What follows belongs to an exercise in optimizing a design on an open flow for small area and a short achievable clock period; a production flow would make more cautious choices. Function was not checked in any run shown here: the RTL went through the layout flow alone.

==> flow/design.v (outline; a module is shown in full before it is edited, if it fits) <==
// module convolution: 2586 lines
// module fa: 4 lines
module convolution (
    input clk,
    input rst,
    input signed [15:0] x_in,
    output signed [31:0] y_out,
    output signed [31:0] y_out_t
);
  // ...
==> flow/flow/run.sh <==
#!/bin/bash
# Standard ORFS layout, with repair_timing asked to keep a larger setup margin
# than the clock period needs, so that it works on the paths that set the
# achieved period.  Constraints (constraint.sdc) are unchanged.
set -euo pipefail
export SETUP_SLACK_MARGIN=10.8
bash standard.sh finish > standard_finish.log 2>&1
==> flow/standard.sh <==
#!/bin/bash
# synth_recipe.tcl (not shown) runs the flow's synth.tcl, then flattens the netlist and writes it again
# the make line also repeats each setting of config.mk as NAME=value (left out here)
make -C /OpenROAD-flow-scripts/flow DESIGN_CONFIG=/design/flow/config.mk WORK_HOME=/design/flow/orfs CLKGATE_MAP_FILE= SYNTH_SCRIPT=/design/flow/synth_recipe.tcl "${@:-finish}"
==> flow/config.mk <==
export PLATFORM = sky130hd
export DESIGN_NAME = convolution
export DESIGN_NICKNAME = convolution
export VERILOG_FILES = /design/flow/design.v
export SDC_FILE = /design/flow/constraint.sdc
export NUM_CORES = 4
export LEC_CHECK = 0
export CAP_MARGIN = 20
export CORE_MARGIN = 2
export CORE_UTILIZATION = 40
export CTS_CLUSTER_DIAMETER = 80
export CTS_CLUSTER_SIZE = 28
export SLEW_MARGIN = 20
export SYNTH_HIERARCHICAL = 1
==> flow/constraint.sdc <==
create_clock -name core_clock -period 15.0 [get_ports {clk}]
set_input_delay 3.0000 -clock core_clock [delete_from_list [all_inputs] [get_ports {clk}]]
set_output_delay 3.0000 -clock core_clock [all_outputs]
set_load 0.01 [all_outputs]
==> impl_metrics.tcl, run 1 <==
set metrics [dict create \
    status "no timing/DRC/antenna violations" \
    rows 122 \
    synth_mux_area_share_pct 0.0224 \
    cp_max_fo 4 \
    coreArea_mm2 0.111 \
    htreeDepth 2 \
    synth_fa_ha_area_share_pct 44.0 \
    met2_usage_pct 31.0 \
    antenna_found_initial 2 \
    wl_per_cell_um 22.5 \
    ys.warnings.count 7 \
    maxSlewViolCount 0 \
    clockNetworkAreaShare_pct 2.80 \
    setup.worst_path.start_class "register" \
    whs_path_depth 0 \
    synth_area_per_cell_um2 17.3 \
    synth_area_leaders "dfrtp_1 45%, fa_1 40%, ha_1 4.0%, dfstp_2 2.4%, inv_1 2.3%" \
    reg2reg_from "s0[5]" \
    overflow 0 \
    mostFrequentLayoutCell "fa_1" \
    dp_hpwl_um 77500 \
    nFillCells 9537 \
    wl_um 97200 \
    well_tap_count 1488 \
    grt_util_all_layers_pct 18.2 \
    tightest_slew_ns 0.684 \
    min_from "s3[0]" \
    yosysTopAreaCellShare_pct 45.2 \
    cts_tree "yes" \
    reg2reg_depth 14 \
    grt_pass1_vias 24400 \
    placed_cells 4128 \
    async_reset_ff_share_pct 100 \
    worstPathRequired_ns 12.00 \
    final_cell_mix "851 x fa_1, 787 x dfrtp_1, 269 x inv_1, 119 x ha_1, 96 x buf_4" \
    hold_class "reg -> reg" \
    reg_top3 "rc x31, rs x31, y x31" \
]
==> run 2: changes to the inputs <==
--- a/flow/config.mk
+++ b/flow/config.mk
@@ -6,4 +6,5 @@
 export NUM_CORES = 4
 export LEC_CHECK = 0
+export ABC_AREA = 1
 export CAP_MARGIN = 20
 export CORE_MARGIN = 2
==> run 2 against run 1 <==
Still clean on timing, DRC and antenna. Maximum frequency shrank 0.44%. Clock-buffer cell count down 1. First-iteration DRC count rose by 18%. Routed wire length is 4.8% higher. Sequential cell count unchanged. Die area up 1.7%. Core utilization down 0.51 points. Critical endpoint is now y_out_t[21].
==> impl_metrics.tcl, run 2 <==
set metrics [dict create \
    route.detailed.drc 0 \
    gp_congestion 0.898 \
    yosysUniqueCellTypes 24 \
    ys_ff_latch 848 \
    cts_buffers 43 \
    mostFrequentLayoutCell "fa_1" \
    fin_crit_ns 4.32 \
    max-slew-margin-rel_pct 36.3 \
    syn_area_mm2 0.0454 \
    path_delay_family "flip-flops" \
    grt_pass1_wl_um 160000 \
    syn_inst 2955 \
    status "no timing/DRC/antenna violations" \
    grt_pass1_vias 25100 \
    clock_latency_ns 0.64 \
    reg2reg_from "s0[5]" \
    path_buf_inv 2 \
    cts_tree "yes" \
    grt_max_degree 85 \
    max_freq_mhz 231 \
    maxSlewViolCount 0 \
    holdWs_ns 0.350 \
    cts_sinks 848 \
    min_from "s35[5]" \
    dieArea_mm2 0.116 \
    final.period_utilization_pct 28.8 \
    drv_cap 0 \
    dp_hpwl_um 82200 \
    synth_fp_nets 4008 \
    synth.most_common_cell "fa_1" \
    layout_setup_ws_ns 10.68 \
    coreArea_mm2 0.113 \
    cpMostUsedCell "buf_6" \
    worstPathRequired_ns 12.00 \
    path_clk_slew_ns 0.11 \
    synth_area_per_cell_um2 15.4 \
    grt_setup_unrepaired "true" \
    diodes 0 \
    slowest_stage "dfrtp_1" \
    postCtsHoldBufs 0 \
    post-place-ws_ns 8.14 \
    nets 4216 \
    first_iter_violations 1501 \
    synthFlopType "dfrtp_1" \
    crit_type "reg -> out" \
    path_cells "buf_6 -> buf_6" \
    wl_um 102000 \
    ys_seq_area_share_pct 46.8 \
    start_util_pct 40.3 \
    tns_ns 0 \
    ioPinCount 82 \
    cp_max_fo 4 \
    area_delta_synth_final_pct 11.3 \
    final_antenna_net_count 0 \
    num_vias 21700 \
    async_reset_ff_share_pct 100 \
    slowest_delay_ns 0.44 \
    drtPass1Iterations 5 \
    setup.worst_path.start_class "register" \
    io_buffer_count 81 \
    clk_path_buf_depth 3 \
    finalHoldViolations 0 \
    final_cell_mix "889 x fa_1, 790 x dfrtp_1, 425 x inv_1, 351 x nand2_1, 140 x ha_1" \
    synth-edff-count 0 \
    yosysTopAreaCellShare_pct 44.4 \
    wl_per_cell_um 21.7 \
    overflow 0 \
    setup_viol 0 \
    reg_top3 "rc x31, rs x31, y x31" \
    dieHeight_um 341 \
    drive_gt1_share_pct 9.88 \
    viasPerCell 4.61 \
    yosys-top-cells-count "893 x fa_1, 807 x dfrtp_1, 429 x inv_1" \
    synth_area_leader_cell "dfrtp_1" \
    synth_area_leaders "dfrtp_1 44%, fa_1 39%, ha_1 3.9%, inv_1 3.5%, nand2_1 2.9%" \
    grt_util_all_layers_pct 18.7 \
    root_buffer "clkbuf_16" \
    finClkSkew_ns 0.0281 \
    ys.warnings.count 7 \
    endpoint_kind "primary output" \
    rows 123 \
    die_w_um 341 \
    htreeDepth 2 \
    crit_arrival_ns 1.32 \
    tightest_slew_ns 0.950 \
    worstSetupStartpoint "ytc1" \
    hold_class "reg -> reg" \
    antenna_found_initial 0 \
]
-- run 2: cells by family (layout without fill, tap and decap cells) --
| logic type | after synthesis | count (layout) | synth area share, % |
|---|---|---|---|
| simple gates | 516 | 516 | 4.57 |
| buf+inv | 451 | 693 | 3.88 |
| flops | 848 | 848 | 46.8 |
| fa+ha+maj | 1035 | 1035 | 43.3 |
| compound gates | 72 | 72 | 0.832 |
| xor+xnor | 33 | 33 | 0.636 |
-- run 2: final cells by class --
type	count	area, um^2
inverters	429	1620
clock buffers	59	1180
well taps	1500	1880
multi-input cells	1656	22500
clock inverters	20	294
repair inverters	2	10.0
repair buffers	183	1780
fillers	10100	62100
flip-flops and latches	848	21300
-- run 2: repair_timing --
action                     4_1_cts  5_1_grt
cloned                           5        4
setup buffers                   41       42
pin swaps                        0        3
setup endpoints to repair      880      528
gates resized for setup        320       56
-- run 2: worst paths after layout --
check / slack, ns / depth (start not counted) / to
setup reg to reg: 10.89 / 8 / rc[13]
hold / removal: 0.35 / 0 / s36[5]
setup / recovery: 10.68 / 2 / y_out_t[21]
min in group asynchronous: 3.06 / 2 / s30[0]
hold reg to reg: 0.35 / 0 / s36[5]
max in group asynchronous: 10.83 / 5 / s33[14]
-- run 2: per-stage QoR --
step	instances	util (%)	area [um^2]
3_3_place_gp	4526	42.7	48100
5_1_grt	4697	44.9	50600
2_1_floorplan	2955	-	45400
6_report	4697	44.9	50600
4_1_cts	4651	44.3	49900
3_5_place_dp	4526	42.7	48100
-- run 2: metal layers --
layer / share of wire [%] / up-vias / GRT usage (%)
li1: - / 9291 / -
met1: 47 / 12000 / 28.6
met2: 49 / 296 / 29.3
met3: 3.3 / 73 / 2.14
met4: 1.4 / 0 / 3.27
met5: 0 / - / 0
-- run 2: Yosys stat by module, one instance, submodules excluded --
module       cells inside  cell area, um^2  flip-flops and latches  copies in the design
convolution          2064            27600                     848                     1
fa                      1             20.0                       0                   891
==> run 3: changes to the inputs <==
--- a/flow/config.mk
+++ b/flow/config.mk
@@ -6,5 +6,4 @@
 export NUM_CORES = 4
 export LEC_CHECK = 0
-export ABC_AREA = 1
 export CAP_MARGIN = 20
 export CORE_MARGIN = 2
@@ -12,4 +11,5 @@
 export CTS_CLUSTER_DIAMETER = 80
 export CTS_CLUSTER_SIZE = 28
+export PLACE_DENSITY = 0.75
 export SLEW_MARGIN = 20
 export SYNTH_HIERARCHICAL = 1
==> run 3 against run 2 <==
Clock skew rose by 0.0024 ns. Core utilization up 0.45 points. Final cell count fell by 8.1%. Worst hold slack worse by 0.0051 ns. Via count shrank 4.7%. Register-to-register slack worse by 0.16 ns. Sequential cell count unchanged. Design area down 0.77%.
==> impl_metrics.tcl, run 3 <==
set metrics [dict create \
    multiInputGateArea_mm2 0.0228 \
    cp_max_fo 5 \
    placed_cells 4130 \
    cts_buffers 39 \
    finalCoreUtilization_pct 45.3 \
    seq_area_mm2 0.0213 \
    syn_inst 2585 \
    maxSlewViolCount 0 \
    grt_util_all_layers_pct 17.5 \
    dp_hpwl_um 73900 \
    nets 3854 \
    worstPathRequired_ns 12.00 \
    dieArea_mm2 0.114 \
    overflow 0 \
    path_clk_slew_ns 0.10 \
    synth_area_per_cell_um2 17.3 \
    route.detailed.drc 0 \
    yosysTopAreaCellShare_pct 45.2 \
    antenna_found_initial 1 \
    ys.warnings.count 7 \
    holdWs_ns 0.345 \
    crit_type "reg -> out" \
    nFillCells 9217 \
    grt_pass1_vias 24400 \
    crit_arrival_ns 1.31 \
    start_util_pct 40.3 \
    gp_congestion 0.865 \
    finClkSkew_ns 0.0305 \
    fin_crit_ns 4.31 \
    synth.most_common_cell "fa_1" \
    rows 122 \
    ioPinCount 82 \
    grt_max_degree 81 \
    final.period_utilization_pct 28.7 \
    die_w_um 338 \
    yosys-top-cells-count "893 x fa_1, 807 x dfrtp_1, 275 x inv_1" \
    tightest_slew_ns 0.893 \
    viasPerCell 4.78 \
    dieHeight_um 338 \
    async_reset_ff_share_pct 100 \
    root_buffer "clkbuf_16" \
    mostFrequentLayoutCell "fa_1" \
    synthFlopType "dfrtp_1" \
    wl_um 94700 \
    reg_top3 "rc x31, rs x31, y x31" \
    postCtsHoldBufs 0 \
    max_freq_mhz 232 \
    layout_setup_ws_ns 10.69 \
    synth-edff-count 0 \
    wl_per_cell_um 21.9 \
    coreArea_mm2 0.111 \
    first_iter_violations 1556 \
    fin_cells 4318 \
    grt_pass1_wl_um 148000 \
    num_vias 20600 \
    setup_viol 0 \
    synth_fp_nets 3638 \
    finalHoldViolations 0 \
    io_buffer_count 81 \
    cts_tree "yes" \
    syn_area_mm2 0.0446 \
    tns_ns 0 \
    drv_cap 0 \
    cts_sinks 848 \
    grt_setup_unrepaired "true" \
    yosysUniqueCellTypes 62 \
    final_antenna_net_count 0 \
    endpoint_kind "primary output" \
    clock_latency_ns 0.63 \
    status "no timing/DRC/antenna violations" \
    setup.worst_path.start_class "register" \
    synth_area_leader_cell "dfrtp_1" \
    area_delta_synth_final_pct 12.4 \
    ys_ff_latch 848 \
    htreeDepth 2 \
    max-slew-margin-rel_pct 40.5 \
    drive_gt1_share_pct 15.4 \
    diodes 0 \
    clk_path_buf_depth 3 \
    post-place-ws_ns 8.79 \
    drtPass1Iterations 5 \
    synth_area_leaders "dfrtp_1 45%, fa_1 40%, ha_1 4.0%, dfstp_2 2.4%, inv_1 2.3%" \
    hold_class "reg -> reg" \
    ys_seq_area_share_pct 47.6 \
    final_cell_mix "856 x fa_1, 787 x dfrtp_1, 269 x inv_1, 120 x ha_1, 101 x buf_4" \
]
run 3: changes by cell type in the layout (fill, tap and decap cells not counted), sizes merged, moves of 27 or more:
cell,previous run,this run
nand2,355,60
inv,436,274
nor2,80,28
nand3,48,4
xnor2,5,39
buf,159,188
a21o,1,28
run 3: kinds of logic (layout without fill, tap and decap cells):
family	after synthesis	in the layout	share of synthesized area (%)
buffers and inverters	311	556	2.81
flip-flops	848	848	47.6
AND/OR/NAND/NOR	152	152	1.64
XOR/XNOR	54	54	1.06
multiplexers	1	1	0.0224
AO/OA/AOI/OAI	184	184	2.80
adder cells (fa/ha/maj)	1035	1035	44.0
run 3: cell type report:
type | count | share of cell area, %
multi-input combinational | 1426 | 45.4
sequential | 848 | 42.5
timing repair buffer | 211 | 3.75
tap | 1488 | 3.71
clock buffer | 60 | 2.21
inverter | 275 | 2.09
clock inverter | 10 | 0.294
run 3: metrics by stage:
stage                     cell area, um^2
after floorplan                     44600
after global placement              47200
after detailed placement            47200
after CTS                           49400
after global routing                50200
final                               50200
run 3: Yosys stat by module (local to each module, per instance):
module       cells inside  copies in the design
fa                      1                   891
convolution          1694                     1
run 3: timing repair:
item | in CTS | in global routing
setup endpoints to repair | 749 | 421
cloned | 1 | 4
buffers inserted | 82 | 31
pin swaps | 19 | 45
gates resized for setup | 403 | 110
run 3: critical path, cell delays in order, from the launching register on:
cell and delay, ns:
dfrtp_2 0.45, buf_6 0.13, buf_6 0.11
run 3: routing by layer:
layer | GRT usage (%) | routed length (um) | up-vias
met5 | 0 | 0 | -
met4 | 4.37 | 2530 | 0
met3 | 2.76 | 4090 | 130
met2 | 29.3 | 49000 | 416
met1 | 24.0 | 39100 | 11600
li1 | - | - | 8462
run 3: path summary, 6_finish.rpt:
kind                       cells after the start    from  slack (ns)           to
max                                            2  yt[15]       10.69  y_out_t[18]
min                                            0  s23[8]        0.35       s24[8]
max reg2reg                                   13   s0[8]       10.73        v[23]
min reg2reg                                    0  s23[8]        0.35       s24[8]
max in group asynchronous                      4     rst       10.97      s31[15]
min in group asynchronous                      2     rst        2.70        yt[6]

separate check: timing with driven ports:
How much do the figures lean on ideal ports? The routed layouts below were timed once more, with nothing changed but the port constraints.
Step 1 sets driving cells, clkbuf_16 on the clock port and buf_2 on the other inputs (assumed; they add their load-dependent delay and slew).
Step 2 also shifts input and output timing later by t, the mid clock arrival at the registers, as if the neighbouring blocks saw the same clock.
a / b / c = ideal ports / drivers / drivers and shift; a / b = the first two.
run	shift t [ns]	setup WS [ns]	worst setup path at the end	clock arrival spread, ns	pins driven straight from the clock port
run 1	0.687	10.698 / 10.633 / 10.294	input to register	0.041 / 0.040	1
run 2	0.696	10.679 / 10.609 / 10.182	input, reset recovery	0.035 / 0.034	1
run 3	0.679	10.692 / 10.626 / 10.310	input to register	0.034 / 0.033	1
After both steps setup and hold are still met in every run listed. The setup slack of run 2, which loses most, moves by -0.070 ns with the drivers and by -0.497 ns with both steps. Setup slack includes reset recovery checks.
